Source: an optimization exercise on an open RTL-to-GDS flow (aim: small area and a short achievable clock period). Production flows keep margins and buffers that such runs may drop. At most, simulation tests tie the RTL to the original design; equivalence was not proved. Function not checked in run 1: the RTL went through the layout flow alone.

## flow/design.v (module list and top-level ports; edited modules follow where they fit)
// module wcopy: 7 lines
// module systolic_array: 1400 lines
module systolic_array #(
    parameter M           = 5,
    parameter N           = 3,
    parameter K           = 4,
    parameter DATA_WIDTH  = 32
) (
    input clk,
    input rst_n,
    input [DATA_WIDTH*M-1:0] X,
    input [DATA_WIDTH*K-1:0] W,
    output reg [DATA_WIDTH*M*K-1:0] Y,
    output done
);
  // ...
==> flow/flow/run.sh <==
#!/bin/bash
# The standard layout with two changes:
#  - input and output ports are buffered with plain buffers (buf_1) instead
#    of the delay cells buffer_ports picks by default;
#  - after the standard synthesis, fa_polarity.py complements some full
#    adders (a full adder is self-dual) so that fewer inverters are needed
#    between them; registers and all other cells are unchanged.
set -euo pipefail
export BUFFER_PORTS_ARGS="-buffer_cell sky130_fd_sc_hd__buf_1"
RES=orfs/results/${FLOW_PLATFORM}/systolic_array/base
bash standard.sh synth > make_synth.log 2>&1
python3 flow/fa_polarity.py $RES/1_2_yosys.v $RES/1_2_yosys.pol.v > fa_polarity.log 2>&1
cp $RES/1_2_yosys.v 1_2_yosys.standard.v
mv $RES/1_2_yosys.pol.v $RES/1_2_yosys.v
rm -f $RES/1_synth.odb $RES/1_synth.sdc
bash standard.sh > make_layout.log 2>&1
==> flow/flow/fa_polarity.py <==
#!/usr/bin/env python3
"""Remove inverters around full adders in a mapped netlist.

A full adder is self-dual: complementing its three inputs complements both
outputs.  This script chooses, for each sky130 fa cell, whether to use it in
complemented form so that as few inverters as possible are needed, removes
the netlist's inverters (inv/clkinv) and inserts one inverter per net that
still needs a complemented copy.  Registers, ports and every other cell are
left as they are; the netlist computes the same function.

usage: fa_polarity.py IN.v OUT.v
"""
import re, sys, random, collections

src = open(sys.argv[1]).read()
cell_re = re.compile(r'^(\s*)(sky130_fd_sc_hd__\w+)\s+(\S+)\s*\((.*?)\);\s*$', re.S | re.M)
pin_re = re.compile(r'\.(\w+)\(([^()]*)\)')
OUTPINS = {'X', 'Y', 'Q', 'Q_N', 'SUM', 'COUT', 'HI', 'LO'}

m = re.search(r'^\s*module\s+(\w+)\s*\(([^)]*)\);', src, re.M)
ports = set(p.strip() for p in m.group(2).split(','))
def is_port_net(n):
    base = n.split('[')[0].strip()
    return base in ports

cells = []   # [typ, name, pins(dict pin->net), span]
for mm in cell_re.finditer(src):
    typ = mm.group(2).split('__')[1]
    pins = {p: n.strip() for p, n in pin_re.findall(mm.group(4))}
    cells.append([typ, mm.group(3), pins, mm.span()])

def is_inv(t): return re.match(r'(clk)?inv_\d+$', t) is not None
def is_fa(t): return re.match(r'fa_\d+$', t) is not None

drv = {}
for i, (t, n, pins, _) in enumerate(cells):
    for p, net in pins.items():
        if p in OUTPINS:
            drv[net] = i
# inverters we may remove: those whose output is not a port
removable = set()
for i, (t, n, pins, _) in enumerate(cells):
    if is_inv(t) and not is_port_net(pins['Y']):
        removable.add(i)

def source(net):
    par = 0
    seen = 0
    while net in drv and drv[net] in removable:
        par ^= 1
        net = cells[drv[net]][2]['A']
        seen += 1
        assert seen < 100
    return net, par

# every input pin of a kept cell: (cell, pin, source net, parity)
uses = []
for i, (t, n, pins, _) in enumerate(cells):
    if i in removable:
        continue
    for p, net in pins.items():
        if p in OUTPINS:
            continue
        if not (net.startswith('_') or net.startswith('\\') or re.match(r'[A-Za-z]', net)):
            continue  # constants
        s, par = source(net)
        uses.append((i, p, s, par))

fas = [i for i, c in enumerate(cells) if is_fa(c[0])]
flip = collections.defaultdict(int)
bysrc = collections.defaultdict(list)
for u in uses:
    bysrc[u[2]].append(u)

def netcost(s):
    d = drv.get(s)
    fd = flip[d] if d is not None else 0
    need1 = any(par ^ fd ^ flip[i] for (i, p, _, par) in bysrc[s])
    return 1 if need1 else 0

famnets = collections.defaultdict(set)
for s, us in bysrc.items():
    d = drv.get(s)
    if d is not None and is_fa(cells[d][0]):
        famnets[d].add(s)
    for (i, p, _, par) in us:
        if is_fa(cells[i][0]):
            famnets[i].add(s)

def total():
    return sum(netcost(s) for s in bysrc)

before = total()
rng = random.Random(1)
best = before
order = list(fas)
for rnd in range(40):
    rng.shuffle(order)
    changed = False
    for f in order:
        nets = famnets[f]
        b = sum(netcost(s) for s in nets)
        flip[f] ^= 1
        a = sum(netcost(s) for s in nets)
        if a < b or (a == b and rng.random() < 0.3):
            changed = changed or a < b
        else:
            flip[f] ^= 1
    cur = total()
    if cur < best:
        best = cur
        bestflip = dict(flip)
    if rnd > 10 and not changed:
        break
if best < before:
    flip = collections.defaultdict(int, bestflip)
else:
    flip = collections.defaultdict(int)
after = total()

# rewrite
newinv = {}
newwires = []
def inverted(s):
    if s not in newinv:
        k = len(newinv)
        w = f"_polinv{k}_"
        newinv[s] = w
        newwires.append(w)
    return newinv[s]

out_cells = {}
for i, (t, n, pins, span) in enumerate(cells):
    if i in removable:
        out_cells[i] = None
        continue
    np = dict(pins)
    for p, net in pins.items():
        if p in OUTPINS:
            continue
    out_cells[i] = np
for (i, p, s, par) in uses:
    d = drv.get(s)
    fd = flip[d] if d is not None else 0
    need = par ^ fd ^ flip[i]
    out_cells[i][p] = inverted(s) if need else s

def esc(v):
    return v + " " if v.startswith("\\") else v

def fmt(t, n, pins, indent):
    body = ",\n".join(f"{indent}  .{p}({esc(v)})" for p, v in pins.items())
    return f"{indent}sky130_fd_sc_hd__{t} {n} (\n{body}\n{indent});"

pieces = []
last = 0
for i, (t, n, pins, span) in enumerate(cells):
    pieces.append(src[last:span[0]])
    last = span[1]
    if out_cells[i] is None:
        continue
    # keep original formatting of the instance, only pin values change
    indent = re.match(r'\s*', src[span[0]:span[1]]).group(0).lstrip('\n')
    pieces.append("\n" + fmt(t, n, out_cells[i], indent if indent else "  "))
pieces.append(src[last:])
text = "".join(pieces)
# declarations and new inverters
decl = "".join(f"  wire {w};\n" for w in newwires)
insts = "".join(f"  sky130_fd_sc_hd__inv_1 _polinvc{k}_ (\n    .A({esc(s)}),\n    .Y({w})\n  );\n"
                for k, (s, w) in enumerate(newinv.items()))
pos = text.rfind("endmodule")
text = text[:pos] + insts + text[pos:]
# wires right after the module's port list declarations: before first cell
first = cell_re.search(text).start()
text = text[:first] + "\n" + decl + text[first:]
open(sys.argv[2], "w").write(text)
print(f"fa_polarity: {len(fas)} full adders, {sum(flip.values())} complemented; "
      f"inverters {len(removable)} removable -> {len(newinv)} inserted (cost before flips {before})",
      file=sys.stderr)
==> flow/standard.sh <==
#!/bin/bash
# synth_recipe.tcl (not shown) runs the flow's synth.tcl, then flattens the netlist and writes it again
# the make line also repeats each setting of config.mk as NAME=value (left out here)
make -C /OpenROAD-flow-scripts/flow DESIGN_CONFIG=/design/flow/config.mk WORK_HOME=/design/flow/orfs CLKGATE_MAP_FILE= SYNTH_SCRIPT=/design/flow/synth_recipe.tcl "${@:-finish}"
==> flow/config.mk <==
export PLATFORM = sky130hd
export DESIGN_NAME = systolic_array
export DESIGN_NICKNAME = systolic_array
export VERILOG_FILES = /design/flow/design.v
export SDC_FILE = /design/flow/constraint.sdc
export NUM_CORES = 8
export LEC_CHECK = 0
export ABC_AREA = 1
export CAP_MARGIN = 20
export CORE_MARGIN = 2
export CORE_UTILIZATION = 55
export CTS_CLUSTER_DIAMETER = 150
export CTS_CLUSTER_SIZE = 20
export PLACE_DENSITY = 0.65
export SETUP_SLACK_MARGIN = 5
export SLEW_MARGIN = 20
export SYNTH_HIERARCHICAL = 1
==> flow/constraint.sdc <==
create_clock -name core_clock -period 8.5 [get_ports {clk}]
set_input_delay 1.7000 -clock core_clock [delete_from_list [all_inputs] [get_ports {clk}]]
set_output_delay 1.7000 -clock core_clock [all_outputs]
set_load 0.01 [all_outputs]
==> impl_metrics.tcl, run 1 <==
set metrics [dict create \
    status "timing/DRC/antenna clean" \
    setup.worst_path.end "row[4].etwo[3]$_DFF_P_" \
    nClkBuffers 195 \
    avgSynthCellArea_um2 9.85 \
    final.min_clock_period_ns 3.63 \
    final.setup.tns_ns 0 \
    synthesis.area_um2 122000 \
    min_path_type "reg2reg" \
    finalNonFillerCells 16200 \
    grt_use_total_pct 39.7 \
    cts_hold_buf 0 \
    worst_slack_ns 4.87 \
    area_growth_pct 12.4 \
    cts_sinks 2079 \
    wl_met3_mm 58.0 \
    cts_tree "done" \
    seqCellArea_um2 48300 \
    fin_area_um2 137000 \
    r2r-start "ld[0]$_DFF_PN1_" \
    ctsResizeCount 333 \
    clk_latency_ns 0.88 \
    min_path_cells 0 \
    nFillCells 18300 \
    multi_input_area_share_pct 48.3 \
    die_x_um 474 \
    nonClockBufferCount 1413 \
    top_register "Y" \
]
==> run 2, diff against run 1 <==
--- a/flow/design.v
+++ b/flow/design.v
@@ -80,20 +80,20 @@
         for (k = 0; k < 16; k = k + 1) begin
             b2 = x[2*k+1];
             b1 = x[2*k];
             b0 = (k == 0) ? 1'b0 : x[(k == 0) ? 0 : 2*k-1];
             btwo[k] = (b2 & ~b1 & ~b0) | (~b2 & b1 & b0);
         end
     end
 endfunction
-wire [31:0] wsh [0:0];
+wire [31:0] wsh [0:1];
 genvar c;
 generate
-    for (c = 0; c < 1; c = c + 1) begin : wcp
+    for (c = 0; c < 2; c = c + 1) begin : wcp
         wcopy wc (.clk(clk), .d(wq0_d), .q(wsh[c]));
     end
 endgenerate
 genvar i;
 generate
     for (i = 0; i < M; i = i + 1) begin : row
         reg [31:0] xr0;
         wire [31:0] xr1 = Y[32*(4*i+2) +: 32];
@@ -102,17 +102,17 @@
         wire [31:0] xr0_d = ldany ? X[32*i +: 32] : xr1;
         always @(posedge clk) begin
             xr0 <= xr0_d;
             eone <= bone(xr0_d);
             etwo <= btwo(xr0_d);
         end
         wire [31:0] sum;
         wire [31:0] x = xr0;
-        wire [31:0] w = wsh[i * 1 / 5];
+        wire [31:0] w = wsh[i * 2 / 5];
         wire uclr = clr[i];
         reg [31:0] acc;        
         wire [31:0] accm = uclr ? 32'd0 : acc;
         wire one0 = eone[0];
         wire two0 = etwo[0];
         wire neg0 = x[1];
         wire one1 = eone[1];
         wire two1 = etwo[1];
==> impl_metrics.tcl, run 2 <==
set metrics [dict create \
    final_nets 14900 \
    grt_pass1_vias 95600 \
    grt_use_total_pct 39.6 \
    avgRoutedWirePerCell_um 28.4 \
    via_per_inst 5.91 \
    place.gp.congestion 0.958 \
    relSlewSlack_pct 18.8 \
    root_buffer "clkbuf_16" \
    path_class "reg2out" \
    syn_inst 12200 \
    antenna_left 0 \
    drive_gt1_share_pct 9.82 \
    area_growth_pct 12.2 \
    hold_viol_final 0 \
    finalCritPeriodShare_pct 41.2 \
    cp.arrival_ns 1.80 \
    fmax_mhz 286 \
    drc_errors 0 \
    die_area_um2 226000 \
    holdWs_ns 0.327 \
    worstPathMaxFanout 2 \
    crit_chain "buf_1" \
    place_hpwl_mm 321 \
    final.setup.tns_ns 0 \
    required_ns 6.80 \
    setup_viol 0 \
    yosysWarnings 10 \
    worst_pin_slew_ns 1.22 \
    worst_slack_ns 5.00 \
    cap_viol_max_count 0 \
    cp_top_family "buffers and inverters" \
    critPathBufInv 1 \
    wl_met1_mm 173 \
    avgSynthCellArea_um2 9.96 \
    grt_pass1_wl_mm 650 \
    finalMaxSlewViolations 0 \
    cts_sinks 2111 \
    post-place-ws_ns 4.06 \
    io_pins 931 \
    met2_length_mm 212 \
    post-route-util_pct 62.2 \
    grt-ovfl-total 0 \
    cts_hold_buf 0 \
    start_util_pct 55.4 \
    die_x_um 475 \
    post-place-cells 15600 \
    numCtsBuffers 115 \
    top_register "Y" \
    largest_reg_flops 640 \
    final_cell_mix "nand2_1 (1893), xor2_1 (1403), inv_1 (1403), dfxtp_1 (1375), o22ai_1 (1235)" \
    cts_tree "done" \
    final.min_clock_period_ns 3.50 \
    cpMaxStageDelayCell "buf_1" \
    wl_met3_mm 42.7 \
    drtPass1Iterations 6 \
    num_vias 95900 \
    slowest_delay_ns 0.55 \
    synthesis.area_um2 122000 \
    place_area_um2 128000 \
    mostFrequentLayoutCell "nand2_1" \
    cp-start-kind "register" \
    clock-skew-final_ns 0.0887 \
    wirelength_mm 461 \
    rsz0062_at_grt "yes" \
    io_buffer_count 930 \
    top_regs "Y x640, wq x288, row.acc x160" \
    synth_nets 14000 \
    clkSlewWorstSetupHoldPaths_ns 0.09 \
    fp.coreArea_um2 220000 \
    clk_latency_ns 0.88 \
    min_path_type "reg2reg" \
    rows 172 \
    fin_area_um2 137000 \
    cp-end-kind "output port" \
    grt_max_degree 145 \
    status "timing/DRC/antenna clean" \
    grt_antenna_before_repair 31 \
    cts_max_level 3 \
    finalNonFillerCells 16200 \
    drtIter0Drc 11200 \
    cts.path.max_buffers 3 \
    die_h_um 475 \
    top_layer_used "met5" \
]
==> run 2: repair_timing <==
action                                  4_1_cts  5_1_grt
buffers inserted                            168      148
gates cloned                                 20       15
endpoints found under the setup margin      479      426
gates resized for setup                     279      350
pin swaps                                    22       67
==> run 2: layout make-up <==
cell class	instances	area, um^2
diodes	26	65.1
clock buffers	201	3200
clock inverters	9	191
fillers	18500	83100
inverters	1543	6320
multi-input cells	7869	65700
flip-flops and latches	2111	48900
well taps	2958	3700
repair buffers	1486	8660
repair inverters	17	106
==> run 2: final timing paths <==
path	from	end	slack [ns]	depth (start not counted)
hold reg to reg	wq[3][18]$_DFF_P_	wq[2][18]$_DFF_P_	0.33	0
setup reg to reg	wcp[1].wc.q[28]$_DFF_P_	row[3].ra_29_3$_DFF_P_	5.00	8
max in group asynchronous	rst_n	clr[0]$_DFF_PN0_	6.83	1
hold / removal	wq[3][18]$_DFF_P_	wq[2][18]$_DFF_P_	0.33	0
min in group asynchronous	rst_n	cnt[3]$_DFFE_PN0P_	0.96	1
setup / recovery	Y[360]$_DFFE_PP_	Y[360]	5.00	1
==> run 2: layer usage <==
metal / track usage (%) / up-vias
met5: 0 / -
met4: 24.4 / 8
met3: 7.63 / 1448
met2: 62.8 / 5642
met1: 50.2 / 47400
li1: - / 41400
==> run 3, diff against run 2 <==
--- a/flow/config.mk
+++ b/flow/config.mk
@@ -10,6 +10,6 @@
 export CORE_MARGIN = 2
-export CORE_UTILIZATION = 55
+export CORE_UTILIZATION = 48
 export CTS_CLUSTER_DIAMETER = 150
 export CTS_CLUSTER_SIZE = 20
-export PLACE_DENSITY = 0.65
+export PLACE_DENSITY = 0.58
 export SETUP_SLACK_MARGIN = 5
==> impl_metrics.tcl, run 3 <==
set metrics [dict create \
    final_cell_mix "nand2_1 (1898), xor2_1 (1411), inv_1 (1399), dfxtp_1 (1380), o22ai_1 (1234)" \
    clk_latency_ns 0.87 \
    clock-skew-final_ns 0.0765 \
    avgRoutedWirePerCell_um 27.2 \
    grt_pass1_wl_mm 643 \
    die_x_um 508 \
    die_area_um2 258000 \
    grt_max_degree 107 \
    synthesis.area_um2 122000 \
    antenna_left 0 \
    place.gp.congestion 0.963 \
    wirelength_mm 450 \
    setup_viol 0 \
    grt_antenna_before_repair 23 \
    place_area_um2 128000 \
    path_class "reg2reg" \
    min_path_type "reg2reg" \
    post-route-util_pct 53.8 \
    syn_inst 12200 \
    synth_nets 14000 \
    final.setup.tns_ns 0 \
    cts_hold_buf 0 \
    cts.path.max_buffers 3 \
    cap_viol_max_count 0 \
    final_nets 14800 \
    cts_max_level 3 \
    cp.arrival_ns 4.23 \
    top_regs "Y x640, wq x288, row.acc x160" \
    yosysWarnings 10 \
    die_h_um 508 \
    grt_pass1_vias 94700 \
    post-place-cells 16000 \
    fp.coreArea_um2 253000 \
    worstPathMaxFanout 28 \
    rows 185 \
    largest_reg_flops 640 \
    cts_tree "done" \
    hold_viol_final 0 \
    worst_pin_slew_ns 1.23 \
    mostFrequentLayoutCell "nand2_1" \
    clkSlewWorstSetupHoldPaths_ns 0.11 \
    via_per_inst 5.69 \
    avgSynthCellArea_um2 9.96 \
    numCtsBuffers 115 \
    final.min_clock_period_ns 3.48 \
    fmax_mhz 287 \
    finalCritPeriodShare_pct 41.0 \
    cts_sinks 2111 \
    required_ns 9.25 \
    drtPass1Iterations 8 \
    finalMaxSlewViolations 0 \
    finalNonFillerCells 16600 \
    top_register "Y" \
    fin_area_um2 136000 \
    num_vias 94200 \
    io_pins 931 \
    relSlewSlack_pct 18.3 \
    drc_errors 0 \
    grt-ovfl-total 0 \
    place_hpwl_mm 318 \
    cp-start-kind "register" \
    drtIter0Drc 10200 \
    grt_use_total_pct 33.9 \
    root_buffer "clkbuf_16" \
    io_buffer_count 930 \
    status "timing/DRC/antenna clean" \
    drive_gt1_share_pct 9.14 \
    cp-end-kind "register" \
    start_util_pct 48.1 \
    rsz0062_at_grt "yes" \
    area_growth_pct 11.9 \
]
==> run 3: cell types whose count changed in the layout (fill, tap and decap cells not counted), moves of 6 or more <==
cell,previous run,this run
xor2_1,1403,1411
nand3_2,6,0
clkbuf_1,86,76
a21oi_4,9,1
xor2_2,19,12
and2_1,73,83
buf_4,451,404
ha_1,275,281
buf_6,40,48
clkinvlp_4,107,117
nand3_1,450,456
nand2_4,13,7
and2_4,12,3
a21oi_1,87,93
==> run 3: worst max-delay path, stage by stage (launching register included) <==
cell	delay [ns]
dfxtp_1	0.40
inv_1	0.08
buf_4	0.39
o22ai_1	0.17
xor2_1	0.19
fa_1	0.55
inv_1	0.08
fa_1	0.49
fa_1	0.59
fa_1	0.43
==> run 3: metal layers <==
layer,part of all wire [%],GRT usage [%]
met1,39,42.7
met2,47,55.4
met3,8.2,6.27
met4,6.3,18.2
met5,0.0029,0
==> run 3: cell type report <==
| cell class | instances | area [um^2] |
|---|---|---|
| timing repair buffer | 1443 | 8260 |
| multi-input combinational | 7865 | 65200 |
| timing repair inverter | 20 | 119 |
| fill | 22900 | 117000 |
| antenna | 23 | 57.6 |
| clock inverter | 8 | 151 |
| inverter | 1543 | 6310 |
| tap | 3366 | 4210 |
| sequential | 2111 | 48900 |
| clock buffer | 192 | 3190 |
==> run 3: final timing paths <==
kind / start / to / slack (ns) / cells after the start
worst min register to register: wq[5][28]$_DFF_P_ / wq[4][28]$_DFF_P_ / 0.33 / 0
max in group asynchronous: rst_n / wy[0]$_DFF_PN0_ / 7.06 / 1
worst max-delay path: row[2].eone[1]$_DFF_P_ / row[2].ra_29_3$_DFF_P_ / 5.02 / 9
worst min-delay path: wq[5][28]$_DFF_P_ / wq[4][28]$_DFF_P_ / 0.33 / 0
worst max register to register: row[2].eone[1]$_DFF_P_ / row[2].ra_29_3$_DFF_P_ / 5.02 / 9
min in group asynchronous: rst_n / cnt[1]$_DFFE_PN0P_ / 0.88 / 1
==> run 3: per-stage QoR <==
stage | hold slack [ns] | setup WS (ns)
after detailed placement | 0.312 | 4.31
final | 0.326 | 5.02
after global routing | 0.333 | 4.93
after CTS | 0.325 | 4.91
after floorplan | 0.310 | 5.08
after global placement | 0.310 | 4.34
==> run 3: what timing repair did <==
item                                    CTS  global route
setup buffers                           168           116
pin swaps                                18            41
gates cloned                             20             9
gates resized for setup                 257           267
endpoints found under the setup margin  636           341
hold endpoints to repair                  0             0
==> run 4, diff against run 3 <==
--- a/flow/config.mk
+++ b/flow/config.mk
@@ -10,6 +10,6 @@
 export CORE_MARGIN = 2
-export CORE_UTILIZATION = 48
+export CORE_UTILIZATION = 50
 export CTS_CLUSTER_DIAMETER = 150
 export CTS_CLUSTER_SIZE = 20
-export PLACE_DENSITY = 0.58
+export PLACE_DENSITY = 0.6
 export SETUP_SLACK_MARGIN = 5
==> impl_metrics.tcl, run 4 <==
set metrics [dict create \
    status "timing/DRC/antenna clean" \
    grt_max_degree 120 \
    post-route-util_pct 55.9 \
    hold_start "wq[3][25]$_DFF_P_" \
    rows 181 \
    setup_viol 0 \
    path_class "reg2reg" \
    drtPass1Iterations 6 \
    die_area_um2 248000 \
    cpMaxStageDelayCell "fa_1" \
    top_register "Y" \
    final_cell_mix "nand2_1 (1899), inv_1 (1416), xor2_1 (1407), dfxtp_1 (1391), o22ai_1 (1238)" \
    grt_pass1_wl_mm 642 \
    final.setup.tns_ns 0 \
    largest_reg_flops 640 \
    antenna_left 0 \
    cts.path.max_buffers 3 \
    post-place-cells 15900 \
    finalCritPeriodShare_pct 40.8 \
    grt_pass1_vias 94700 \
    finalNonFillerCells 16400 \
    cts_tree "done" \
    via_per_inst 5.77 \
    num_vias 94400 \
    final_nets 14800 \
    multiInputGateArea_um2 65300 \
    relSlewSlack_pct 16.3 \
    crit_chain "clkinvlp_4 -> buf_4 -> o22ai_1 -> xor2_2 -> fa_1 -> fa_1 -> fa_1 -> fa_1" \
    final.min_clock_period_ns 3.47 \
    clock-skew-final_ns 0.0538 \
    seqCellArea_um2 48900 \
    cp_top_family "adder cells" \
    critPathBufInv 2 \
    cp-startpoint "wcp[1].wc.q[23]$_DFF_P_" \
    nFillCells 21600 \
    worst_pin_slew_ns 1.26 \
    area_growth_pct 11.3 \
    die_x_um 498 \
    grt_antenna_before_repair 24 \
    cts_max_level 3 \
    synthesis.area_um2 122000 \
    r2r-start "wcp[1].wc.q[23]$_DFF_P_" \
    slowest_delay_ns 0.54 \
    fp.coreArea_um2 243000 \
    drtIter0Drc 9849 \
    numCtsBuffers 116 \
    wirelength_mm 444 \
    drc_errors 0 \
    clk_latency_ns 0.87 \
    syn_inst 12200 \
    root_buffer "clkbuf_16" \
    required_ns 9.30 \
    cts_hold_buf 0 \
    cts_sinks 2111 \
    top_regs "Y x640, wq x288, row.acc x160" \
    die_h_um 498 \
    finalMaxSlewViolations 0 \
    path_common_cell "fa_1" \
    fmax_mhz 288 \
    io_buffer_count 930 \
    place.gp.congestion 0.959 \
    mostFrequentLayoutCell "nand2_1" \
    cp.arrival_ns 4.27 \
    worstPathMaxFanout 3 \
    cp-start-kind "register" \
    avgRoutedWirePerCell_um 27.1 \
    cap_viol_max_count 0 \
    io_pins 931 \
    cp-end-kind "register" \
    grt-ovfl-total 0 \
    start_util_pct 50.2 \
    clkSlewWorstSetupHoldPaths_ns 0.09 \
    drive_gt1_share_pct 8.70 \
    hold_viol_final 0 \
    place_hpwl_mm 316 \
    min_path_type "reg2reg" \
    grt_use_total_pct 34.9 \
    synth_nets 14000 \
    rsz0062_at_grt "yes" \
    yosysWarnings 10 \
    avgSynthCellArea_um2 9.96 \
]
-- run 4: cell types whose count changed in the layout (fill, tap and decap cells not counted), sizes merged --
cell      delta
buf         -37
bufbuf       -1
bufinv       -1
clkbuf       +5
clkinvlp    -17
diode       -14
inv         +17
nand2        -2
nor2         +1
-- run 4: stage by stage --
| step | instance area (um^2) | hold slack (ns) | worst slack [ns] |
|---|---|---|---|
| floorplan | 122000 | 0.310 | 5.08 |
| global placement | 128000 | 0.310 | 4.36 |
| detailed placement | 128000 | 0.312 | 4.33 |
| CTS | 134000 | 0.303 | 4.90 |
| global route | 136000 | 0.311 | 4.94 |
| finish | 136000 | 0.306 | 5.03 |
-- run 4: worst paths after layout --
path                                     endpoint  slack (ns)  depth (start not counted)
min reg2reg                     wq[2][25]$_DFF_P_        0.31                          0
min                             wq[2][25]$_DFF_P_        0.31                          0
max in group asynchronous        clr[0]$_DFF_PN0_        7.01                          1
max reg2reg                row[3].ra_24_3$_DFF_P_        5.03                          8
max                        row[3].ra_24_3$_DFF_P_        5.03                          8
min in group asynchronous      cnt[0]$_DFFE_PN0P_        0.90                          1
-- run 4: worst register-to-register path, stage by stage (launching register included) --
cell and delay, ns:
dfxtp_2 0.47, clkinvlp_4 0.13, buf_4 0.18, o22ai_1 0.22
xor2_2 0.33, fa_1 0.51, fa_1 0.51, fa_1 0.53
fa_1 0.54
-- run 4: layer usage --
layer  GRT usage, %  routed length, um  vias up
met5              0                 33        -
met2           56.2             205000     5135
li1               -                  -    41200
met1           44.2             169000    46700
met3           6.77              39200     1316
met4           19.4              30600        6
-- run 4: final cells by class --
class	count	area share [%]
inverters	1543	4.58
flip-flops and latches	2111	36.0
repair inverters	20	0.0820
diodes	9	0.0166
well taps	3202	2.95
repair buffers	1403	5.80
clock buffers	199	2.40
multi-input cells	7864	48.1
clock inverters	7	0.0986
-- run 4: repair_timing --
item / 4_1_cts / 5_1_grt
endpoints found under the setup margin: 414 / 375
setup buffers: 136 / 125
cloned: 16 / 7
resized for setup: 208 / 271
pin swaps: 15 / 36
==> run 5, diff against run 4 <==
--- a/flow/config.mk
+++ b/flow/config.mk
@@ -14,3 +14,3 @@
 export PLACE_DENSITY = 0.6
-export SETUP_SLACK_MARGIN = 5
+export SETUP_SLACK_MARGIN = 4.8
 export SLEW_MARGIN = 20
==> impl_metrics.tcl, run 5 <==
set metrics [dict create \
    status "timing/DRC/antenna clean" \
    required_ns 9.23 \
    start_util_pct 50.2 \
    avgRoutedWirePerCell_um 27.1 \
    relSlewSlack_pct 20.9 \
    area_growth_pct 9.30 \
    final.min_clock_period_ns 3.68 \
    top_register "Y" \
    fp.coreArea_um2 243000 \
    clk_latency_ns 0.87 \
    die_area_um2 248000 \
    cp-start-kind "register" \
    drive_gt1_share_pct 6.23 \
    place_hpwl_mm 318 \
    mostFrequentLayoutCell "nand2_1" \
    hold_start "wq[2][9]$_DFF_P_" \
    path_class "reg2reg" \
    via_per_inst 5.76 \
    place.gp.congestion 0.948 \
    die_x_um 498 \
    rsz0062_at_grt "no" \
    crit_chain "inv_4 -> buf_6 -> o22ai_1 -> xor2_1 -> fa_1 -> inv_1 -> fa_1 -> fa_1" \
    syn_inst 12200 \
    r2r-start "wcp[1].wc.q[1]$_DFF_P_" \
    post-route-util_pct 54.9 \
    grt_antenna_before_repair 30 \
    fin_area_um2 133000 \
    drc_errors 0 \
    setup_viol 0 \
    grt_pass1_wl_mm 639 \
    io_pins 931 \
    wirelength_mm 440 \
    nFillCells 21800 \
    die_h_um 498 \
    yosysWarnings 10 \
    cap_viol_max_count 0 \
    largest_reg_flops 640 \
    final_nets 14700 \
    final_cell_mix "nand2_1 (1906), inv_1 (1464), dfxtp_1 (1437), xor2_1 (1418), o22ai_1 (1248)" \
    cp-end-kind "register" \
    avgSynthCellArea_um2 9.96 \
    final.setup.tns_ns 0 \
    clock-skew-final_ns 0.0465 \
    path_common_cell "fa_1" \
    grt_max_degree 112 \
    slowest_delay_ns 0.74 \
    numCtsBuffers 116 \
    num_vias 93400 \
    cp-startpoint "wcp[1].wc.q[1]$_DFF_P_" \
    hold_viol_final 0 \
    top_regs "Y x640, wq x288, row.acc x160" \
    worst_pin_slew_ns 1.18 \
    finalMaxSlewViolations 0 \
    io_buffer_count 930 \
    cts.path.max_buffers 3 \
    cts_sinks 2111 \
    drtIter0Drc 10300 \
    root_buffer "clkbuf_16" \
    fmax_mhz 272 \
    cts_tree "done" \
    grt-ovfl-total 0 \
    antenna_left 0 \
    drtPass1Iterations 8 \
    grt_pass1_vias 94100 \
    grt_use_total_pct 34.7 \
    clkSlewWorstSetupHoldPaths_ns 0.09 \
    place_area_um2 128000 \
    cts_max_level 3 \
    rows 181 \
    cpMaxStageDelayCell "dfxtp_1" \
    min_path_type "reg2reg" \
    cp.arrival_ns 4.42 \
    synthesis.area_um2 122000 \
    worstPathMaxFanout 37 \
    finalCritPeriodShare_pct 43.3 \
    synth_nets 14000 \
]
run 5: worst max-delay path, delay by kind of cell (launching register included):
kind	cells	cell delay [ns]
adders and majority gates	3	1.41
DFF	1	0.74
buffers and inverters	3	0.74
xor gates and xnor gates	1	0.36
AOI/OAI and AO/OA	1	0.26
run 5: final timing paths:
kind	end	slack, ns	cells after the start
max	row[3].ra_29_3$_DFF_P_	4.82	8
min	wq[1][9]$_DFF_P_	0.31	0
max reg2reg	row[3].ra_29_3$_DFF_P_	4.82	8
min reg2reg	wq[1][9]$_DFF_P_	0.31	0
max in group asynchronous	wy[2]$_DFF_PN0_	6.93	1
min in group asynchronous	cnt[3]$_DFFE_PN0P_	0.93	1
run 5: timing repair:
item                                    CTS  global route
setup buffers                            45            76
cloned                                    4             6
endpoints found under the setup margin  214           105
gates resized for setup                  59            95
hold buffers                              0             0
pin swaps                                 6             5
run 5: through the flow:
step                instances  setup WS [ns]  hold WS [ns]
global placement        15900           4.29         0.310
floorplan               12200           4.92         0.310
global route            16200           4.77         0.317
CTS                     16100           4.76         0.320
finish                  16200           4.82         0.311
detailed placement      15900           4.21         0.312
run 5: layer usage:
layer | routed length (um) | share of wire (%) | global-route usage (%)
met5 | 72 | 0.016 | 0
met3 | 36400 | 8.3 | 6.11
met4 | 27900 | 6.3 | 18.8
met1 | 171000 | 39 | 44.6
met2 | 205000 | 47 | 56.0
run 5: layout make-up:
class / count / area (um^2) / area share [%]
Multi-Input combinational cell: 7863 / 64600 / 48.5
Sequential cell: 2111 / 48800 / 36.6
Timing Repair Buffer: 1275 / 6370 / 4.78
Inverter: 1543 / 6020 / 4.52
Tap cell: 3202 / 4010 / 3.01
Clock buffer: 198 / 3230 / 2.42
Clock inverter: 10 / 186 / 0.140
Timing Repair inverter: 10 / 52.6 / 0.0394
Antenna cell: 17 / 42.5 / 0.0319

-- separate check: timing with driven ports --
The flow's constraints put no driver on any port. The routed layouts listed below were extracted and timed again, unchanged, in two steps. Step 1 assumes that a clkbuf_16 drives the clock port and a buf_2 every other input. Step 2 also shifts input and output timing later by t, the mid clock arrival at the registers, as if the neighbouring blocks saw the same clock. a / b / c = ideal / step 1 / step 2; a / b = the first two.
| run | t, ns | setup slack, ns | clock arrival spread, ns | pins driven straight from the clock port |
|---|---|---|---|---|
| run 1 | 0.956 | 4.875 / 4.875 / 4.875 | 0.057 / 0.057 | 1 |
| run 2 | 0.932 | 4.998 / 4.897 / 5.003 | 0.094 / 0.094 | 1 |
| run 3 | 0.944 | 5.018 / 4.957 / 5.018 | 0.077 / 0.077 | 1 |
| run 4 | 0.952 | 5.033 / 4.935 / 5.033 | 0.070 / 0.070 | 1 |
| run 5 | 0.941 | 4.817 / 4.817 / 4.817 | 0.052 / 0.052 | 1 |
After both steps setup and hold are still met in every run listed.
